This design comes from an exercise in tuning for small area and a short achievable clock period on the open sky130 flow, not from production work.
The RTL was checked by simulation tests, not by an equivalence proof against the original design.
Power and IR drop assume default switching activity.

==> inputs of v15 <==
==> flow/design.v (excerpt) <==
module float_copro
   (
    input  logic        clk,
    input  logic        copro_valid,
    input  logic        copro_accept,
    input  logic [10:0] copro_opcode,
    input  logic [31:0] copro_op0,
    input  logic [31:0] copro_op1,
    output logic        copro_complete,
    output logic [31:0] copro_result
    );
   wire mul_d    = copro_opcode[1:0] == 2'd2;
   wire addsub_d = !copro_opcode[1];
   wire sub_d    = copro_opcode[1:0] == 2'd1;
   logic        mul_r, as_r;    
   logic [3:0]  cnt;            
   logic [31:0] b_r, c_r;
   logic [15:0] one, two, neg;
   logic [15:0] one_d, two_d, neg_d;
   float_copro_enc encoder (
      .a(copro_op0), .mul(mul_d), .addsub(addsub_d), .sub(sub_d),
      .one(one_d), .two(two_d), .neg(neg_d)
   );
   logic [15:0] one_r, two_r, neg_r;
   assign one = one_r;
   assign two = two_r;
   assign neg = neg_r;
   logic [20:0] lo_d, lo_r;
   logic        cy_d, cy_r;
   logic [10:0] hs_d, hc_d, hs_r, hc_r;
   float_copro_dp datapath (
      .one(one), .two(two), .neg(neg), .b(b_r), .c(c_r),
      .lo(lo_d), .lo_cy(cy_d), .hi_s(hs_d), .hi_c(hc_d)
   );
   always_ff @(posedge clk) begin
      b_r   <= copro_op1;
      mul_r <= mul_d;
      as_r  <= addsub_d;
      one_r <= one_d;
      two_r <= two_d;
      neg_r <= neg_d;
      c_r   <= copro_op0 & {32{addsub_d}};
      lo_r  <= lo_d;
      cy_r  <= cy_d;
      hs_r  <= hs_d;
      hc_r  <= hc_d;
      if (!copro_valid || copro_accept)
         cnt <= 4'd0;
      else if (cnt != 4'd15)
         cnt <= cnt + 4'd1;
   end
   assign copro_complete = mul_r ? cnt >= 4'd2 : as_r ? cnt >= 4'd3 : cnt >= 4'd11;
   wire [11:0] carry;
   assign carry[0] = cy_r;
   genvar i;
   generate
  ...
clock: 14.0 ns
lec_check: 0
cap_margin: 20
core_margin: 2
core_utilization: 65
slew_margin: 20
standard.sh (not shown) runs the stock make flow with config.mk's settings and CLKGATE_MAP_FILE= SYNTH_SCRIPT=/design/flow/synth_recipe.tcl, a recipe that flattens the netlist after the stock synthesis.
==> flow/flow/run.sh <==
#!/bin/bash
# Standard ORFS layout (the standard.sh) with these changes:
#  - after the standard synthesis, flow/fixinv.py removes the inverters that
#    Yosys's full-adder extraction leaves between adder cells (it flips the
#    polarity of adder cells, which are self-dual), and the netlist is loaded
#    from the result;
#  - then flow/ksadd.py replaces the gates that add the upper result bits in
#    stage 2 (from the hs_r/hc_r propagate/generate registers and cy_r) by a
#    Kogge-Stone adder (kept only if Yosys proves the two netlists
#    equivalent);
#  - then flow/faexp.py rebuilds the full adders of the last tree levels
#    (depth 3 and more) from xor2 and maj3 cells, which are faster;
#  - ports are buffered with buf_1 cells (the standard flow picks a larger
#    delay cell); the resizer still sizes them up where timing needs it;
set -euo pipefail
MARGIN=${MARGIN:-9.6}
SPLIT=21      # S of gen/gen.py: result bits below it come from lo_r
R=orfs/results/$FLOW_PLATFORM/float_copro/base
bash standard.sh synth > log_synth.txt 2>&1
cp $R/1_2_yosys.v $R/1_2_yosys_orig.v
python3 flow/fixinv.py $R/1_2_yosys_orig.v $R/1_2_yosys_fixinv.v > log_fixinv.txt 2>&1
python3 flow/xorbal.py $R/1_2_yosys_fixinv.v $R/1_2_yosys_xorbal.v > log_xorbal.txt 2>&1
python3 flow/ksadd.py $R/1_2_yosys_xorbal.v $R/1_2_yosys_ksadd.v $SPLIT > log_ksadd.txt 2>&1
# keep the Kogge-Stone netlist only if Yosys proves it equivalent to the one before
LIB=$FLOW_HOME/platforms/$FLOW_PLATFORM/lib/sky130_fd_sc_hd__tt_025C_1v80.lib
cat > eq_ksadd.ys <<EOT
read_liberty -overwrite -ignore_miss_func $LIB
read_verilog $R/1_2_yosys_xorbal.v
rename float_copro gold
read_verilog $R/1_2_yosys_ksadd.v
rename float_copro gate
flatten gold gate
opt_clean
equiv_make gold gate eq
hierarchy -top eq
equiv_simple -seq 1
equiv_status -assert
EOT
if $FLOW_HOME/../tools/install/yosys/bin/yosys -q -s eq_ksadd.ys > log_eq_ksadd.txt 2>&1; then
  cp $R/1_2_yosys_ksadd.v $R/1_2_yosys_s2.v
else
  echo "ksadd netlist not proved equivalent; using the one before" >> log_eq_ksadd.txt
  cp $R/1_2_yosys_xorbal.v $R/1_2_yosys_s2.v
fi
python3 flow/faexp.py $R/1_2_yosys_s2.v $R/1_2_yosys.v 3 > log_faexp.txt 2>&1
rm -f $R/1_synth.odb $R/1_synth.sdc
bash standard.sh synth > log_synth_odb.txt 2>&1
for step in floorplan place cts route finish; do
  bash standard.sh SETUP_SLACK_MARGIN=$MARGIN \
    "BUFFER_PORTS_ARGS=-buffer_cell sky130_fd_sc_hd__buf_1" $step > log_$step.txt 2>&1
done
Other scripts of this flow, unchanged in this note and not shown: flow/flow/faexp.py, flow/flow/fixinv.py, flow/flow/ksadd.py, flow/flow/xorbal.py
==> inputs of v22, as changes to v15 <==
--- a/flow/flow/run.sh
+++ b/flow/flow/run.sh
@@ -15,3 +15,3 @@
 set -euo pipefail
-MARGIN=${MARGIN:-9.6}
+MARGIN=${MARGIN:-9.5}
 SPLIT=21      # S of gen/gen.py: result bits below it come from lo_r
TNS_END_PERCENT = 20   (was unset)
==> notes.md <==
quantity	v15	v22
Outcome	timing/DRC/antenna clean	timing/DRC/antenna clean
Fillers	1919	1984
Reported net switching power	1.47 mW	1.45 mW
Slew headroom	39.0%	33.2%
Post-layout minimum cycle time	4450 ps	4470 ps
Met3 demand-to-capacity share in global routing	7.87%	6.62%
Clock network power share	15.8%	15.5%
Critical Path Max Stage Delay	390 ps	430 ps
Relative contribution of combinational cells to total power	64.1%	64.4%
Core utilization of the finished layout	71.8%	70.7%
Area used by sequential logic in the layout	3290 µm²	3250 µm²
Clock network area share	3.58%	3.54%
PnR Total Power	3.25 mW	3.17 mW
Internal Pwr Total	1.78 mW	1.72 mW
Upper clock frequency limit	225 MHz	224 MHz
Transition time at the pin with the least slew margin	915 ps	1000 ps
Sequential group power	0.655 mW	0.637 mW
Area added between synthesis and finish	9.67%	7.91%
Slack of the critical path	9550 ps	9530 ps

-- static timing again, ports no longer ideal --
Ports are ideal in the flow. The routed layouts listed here were re-timed in OpenROAD. Step 1, drivers: a clkbuf_16 drives clk and a buf_2 each remaining input, both assumed. Step 2 also shifts input and output timing later by t, the mid clock arrival at the registers, as if the neighbouring blocks saw the same clock. a / b / c = ideal / step 1 / step 2; a / b = the first two.
run | t (ns) | setup WS [ns] | worst register clock-pin slew, ns | worst data-port slew with drivers (ns)
v15 | 0.483 | 9.552 / 9.501 / 9.279 | 0.09 / 0.09 | 0.06
v22 | 0.479 | 9.532 / 9.481 / 9.209 | 0.09 / 0.09 | 0.05
After both steps every run listed still meets setup and hold. For v22, which loses most, drivers alone change the setup slack by -0.051 ns; drivers and shift together by -0.323 ns.
